Background: an optimization exercise with open tools, aiming at small area and a short achievable clock period. Do not read the settings as production practice. The RTL was checked by simulation tests, not by an equivalence proof against the original design. Power is estimated from default activity; no workload was simulated.

run 1:
## floatingPointAdder
module floatingPointAdder(input [31:0] in1, input [31:0] in2, input clk, input reset, output ResultSign1bit, output [7:0] ResultExponent8bits, output [24:0] ResultFraction25bits);
	wire        sub    = in1[31] ^ in2[31];
	wire [8:0]  d12    = {1'b0, in1[30:23]} - {1'b0, in2[30:23]};
	wire        swap   = d12[8];                        
	wire [7:0]  absd   = d12[7:0] ^ {8{swap}};
	wire [7:0]  expBig = swap ? in2[30:23] : in1[30:23];
	wire [22:0] fBig   = swap ? in2[22:0] : in1[22:0];
	wire        sBig   = swap ? in2[31] : in1[31];
	wire [23:0] sSm    = (swap ? {2'b01, in1[22:1]} : {1'b1, in2[22:0]}) ^ {24{sub}};
	wire [23:0] l0     = absd[0] ? {sub, sSm[23:1]}        : sSm;
	wire [23:0] l1     = absd[1] ? {{2{sub}}, l0[23:2]}    : l0;
	wire [23:0] l2     = absd[2] ? {{4{sub}}, l1[23:4]}    : l1;
	wire [23:0] l3     = absd[3] ? {{8{sub}}, l2[23:8]}    : l2;
	wire [23:0] l4     = absd[4] ? {{16{sub}}, l3[23:16]}  : l3;
	wire [23:0] sAl    = (absd[7:5] != 0) ? {24{sub}} : l4;
	reg  [7:0]  rExp;
	reg  [22:0] rBig;
	reg  [23:0] rSm;
	reg         rSub, rSBig;
	always @(posedge clk) begin
		if (reset) begin
			rExp  <= 8'd0;
			rBig  <= 23'd0;
			rSm   <= 24'h800000;
			rSub  <= 1'b0;
			rSBig <= 1'b0;
		end else begin
			rExp  <= expBig;
			rBig  <= fBig;
			rSm   <= sAl;
			rSub  <= sub;
			rSBig <= sBig;
		end
	end
	wire        neg, zero;
	eacAdd ADD({1'b1, rBig}, rSm, rSub, ResultFraction25bits, neg, zero);
	assign ResultSign1bit       = (rSBig ^ neg) & ~zero;
	assign ResultExponent8bits  = rExp;
endmodule
For scale: ~720 cells after synthesis, ~57 flip-flops, roughly 100 I/O pins, roughly 5000 um^2 of cells after synthesis.
export LEC_CHECK = 0
export ABC_AREA = 1
export CAP_MARGIN = 20
export CORE_MARGIN = 2
export CORE_UTILIZATION = 70
export CTS_BUF_LIST = sky130_fd_sc_hd__clkbuf_4 sky130_fd_sc_hd__clkbuf_8
export PLACE_DENSITY = 0.8
export SLEW_MARGIN = 20
export SYNTH_HIERARCHICAL = 1
export SYNTH_MINIMUM_KEEP_SIZE = 0
create_clock -name core_clock -period 11.0 [get_ports {clk}]
standard.sh (not shown) runs the stock make flow with config.mk's settings and CLKGATE_MAP_FILE= SYNTH_SCRIPT=/design/flow/synth_recipe.tcl, a recipe that flattens the netlist after the stock synthesis.
==> flow/flow/run.sh <==
#!/bin/bash
# Standard layout with these changes: synthesis maps the logic with the ABC
# script in flow/abc_area.script (delay-bounded area mapping, then gate
# sizing); input ports get a buf_1 and output ports a buf_2 as their buffer;
# clock tree synthesis adds no dummy loads.
set -e
rm -rf scripts_mod
cp -r "$FLOW_HOME/scripts" scripts_mod
cp flow/abc_area.script scripts_mod/abc_area.script
export BUFFER_PORTS_ARGS="-buffer_cell sky130_fd_sc_hd__buf_1"
export SETUP_SLACK_MARGIN=5.4
export POST_GLOBAL_PLACE_TCL=$PWD/flow/post_gpl.tcl
export CTS_ARGS="-sink_clustering_enable -repair_clock_nets -buf_list {sky130_fd_sc_hd__clkbuf_4 sky130_fd_sc_hd__clkbuf_8} -dont_use_dummy_load"
SCRIPTS_DIR=$PWD/scripts_mod bash standard.sh synth > synth.log 2>&1
bash standard.sh > standard.log 2>&1
==> flow/flow/abc_area.script <==
strash
dch
map -D 2000
topo
stime -c
buffer -c
upsize -c -D 2000
dnsize -c -D 2000
==> flow/flow/post_gpl.tcl <==
# The ports were buffered with buf_1; the output ports drive the external
# load, so their buffers become buf_2.
foreach inst [get_cells output*] {
  replace_cell $inst sky130_fd_sc_hd__buf_2
}
Run 1 closes out successfully: all stages finished, all timing, DRC and antenna checks passed.
Input-level comparison between run 2 and run 1:
diff --git a/flow/flow/run.sh b/flow/flow/run.sh
--- a/flow/flow/run.sh
+++ b/flow/flow/run.sh
@@ -10,3 +10,2 @@
 export BUFFER_PORTS_ARGS="-buffer_cell sky130_fd_sc_hd__buf_1"
-export SETUP_SLACK_MARGIN=5.4
 export POST_GLOBAL_PLACE_TCL=$PWD/flow/post_gpl.tcl
diff --git a/flow/config.mk b/flow/config.mk
--- a/flow/config.mk
+++ b/flow/config.mk
@@ -10,7 +10,6 @@
 export CORE_MARGIN = 2
-export CORE_UTILIZATION = 70
+export CORE_UTILIZATION = 60
 export CTS_BUF_LIST = sky130_fd_sc_hd__clkbuf_4 sky130_fd_sc_hd__clkbuf_8
-export PLACE_DENSITY = 0.8
+export PLACE_DENSITY = 0.7
+export SETUP_SLACK_MARGIN = 5
 export SLEW_MARGIN = 20
-export SYNTH_HIERARCHICAL = 1
-export SYNTH_MINIMUM_KEEP_SIZE = 0
==> comparison <==
- Run 1 has higher leakage power total than run 2.
- Power share of the combinational group ended up 0.3 points lower on run 2 than on run 1.
- On post-layout instance area, run 2 does better than run 1.
- The higher multi-input gate share of total cell area came out of run 2.
Changes in run 3 relative to run 2:
diff --git a/flow/config.mk b/flow/config.mk
--- a/flow/config.mk
+++ b/flow/config.mk
@@ -10,5 +10,5 @@
 export CORE_MARGIN = 2
-export CORE_UTILIZATION = 60
+export CORE_UTILIZATION = 70
 export CTS_BUF_LIST = sky130_fd_sc_hd__clkbuf_4 sky130_fd_sc_hd__clkbuf_8
-export PLACE_DENSITY = 0.7
+export PLACE_DENSITY = 0.8
 export SETUP_SLACK_MARGIN = 5
==> run notes <==
- Min power after layout across run 3 and run 2: run 2
- Comparing run 3 and run 2, the lower tightest slew margin relative to the limit is on run 3.
- Any difference in layout-stage area growth over the synthesis result between run 3 and run 2 is small enough to ignore.
- Measured against each other, run 3 and run 2 differ in initial core utilization, the higher figure coming from run 3.
- The final reports for run 3 and run 2 show total vias in the final route higher in the former.
- rSm[9] as the start point of the critical path was reported by run 3, and in1[23] by run 2.

-- port drivers added, routing unchanged --
Ports are ideal in the flow. The routed layouts listed here were re-timed in OpenROAD. Step 1 (the two cells are an assumption about what drives the block):
set clk [get_ports {clk}]
set_driving_cell -lib_cell sky130_fd_sc_hd__clkbuf_16 $clk
set_driving_cell -lib_cell sky130_fd_sc_hd__buf_2 [delete_from_list [all_inputs] $clk]
Step 2, shift: input delay + t, output delay - t, t = (earliest + latest rising clock arrival at the registers) / 2. This alone moves slack from input paths to output paths. a / b / c = no drivers / after step 1 / after step 2; a / b = the first two.
run | shift t [ns] | setup WS [ns] | latest minus earliest clock arrival (ns) | worst register clock-pin slew, ns | worst data-port slew with drivers (ns)
run 1 | 0.350 | 4.789 / 4.758 / 5.107 | 0.019 / 0.019 | 0.07 / 0.07 | 0.05
run 2 | 0.363 | 5.269 / 5.277 / 4.914 | 0.025 / 0.025 | 0.08 / 0.08 | 0.04
run 3 | 0.351 | 5.234 / 5.204 / 5.033 | 0.015 / 0.015 | 0.07 / 0.07 | 0.04
After both steps every run listed still meets setup and hold. The setup slack of run 2, which loses most, moves by +0.008 ns with the drivers and by -0.355 ns with both steps.
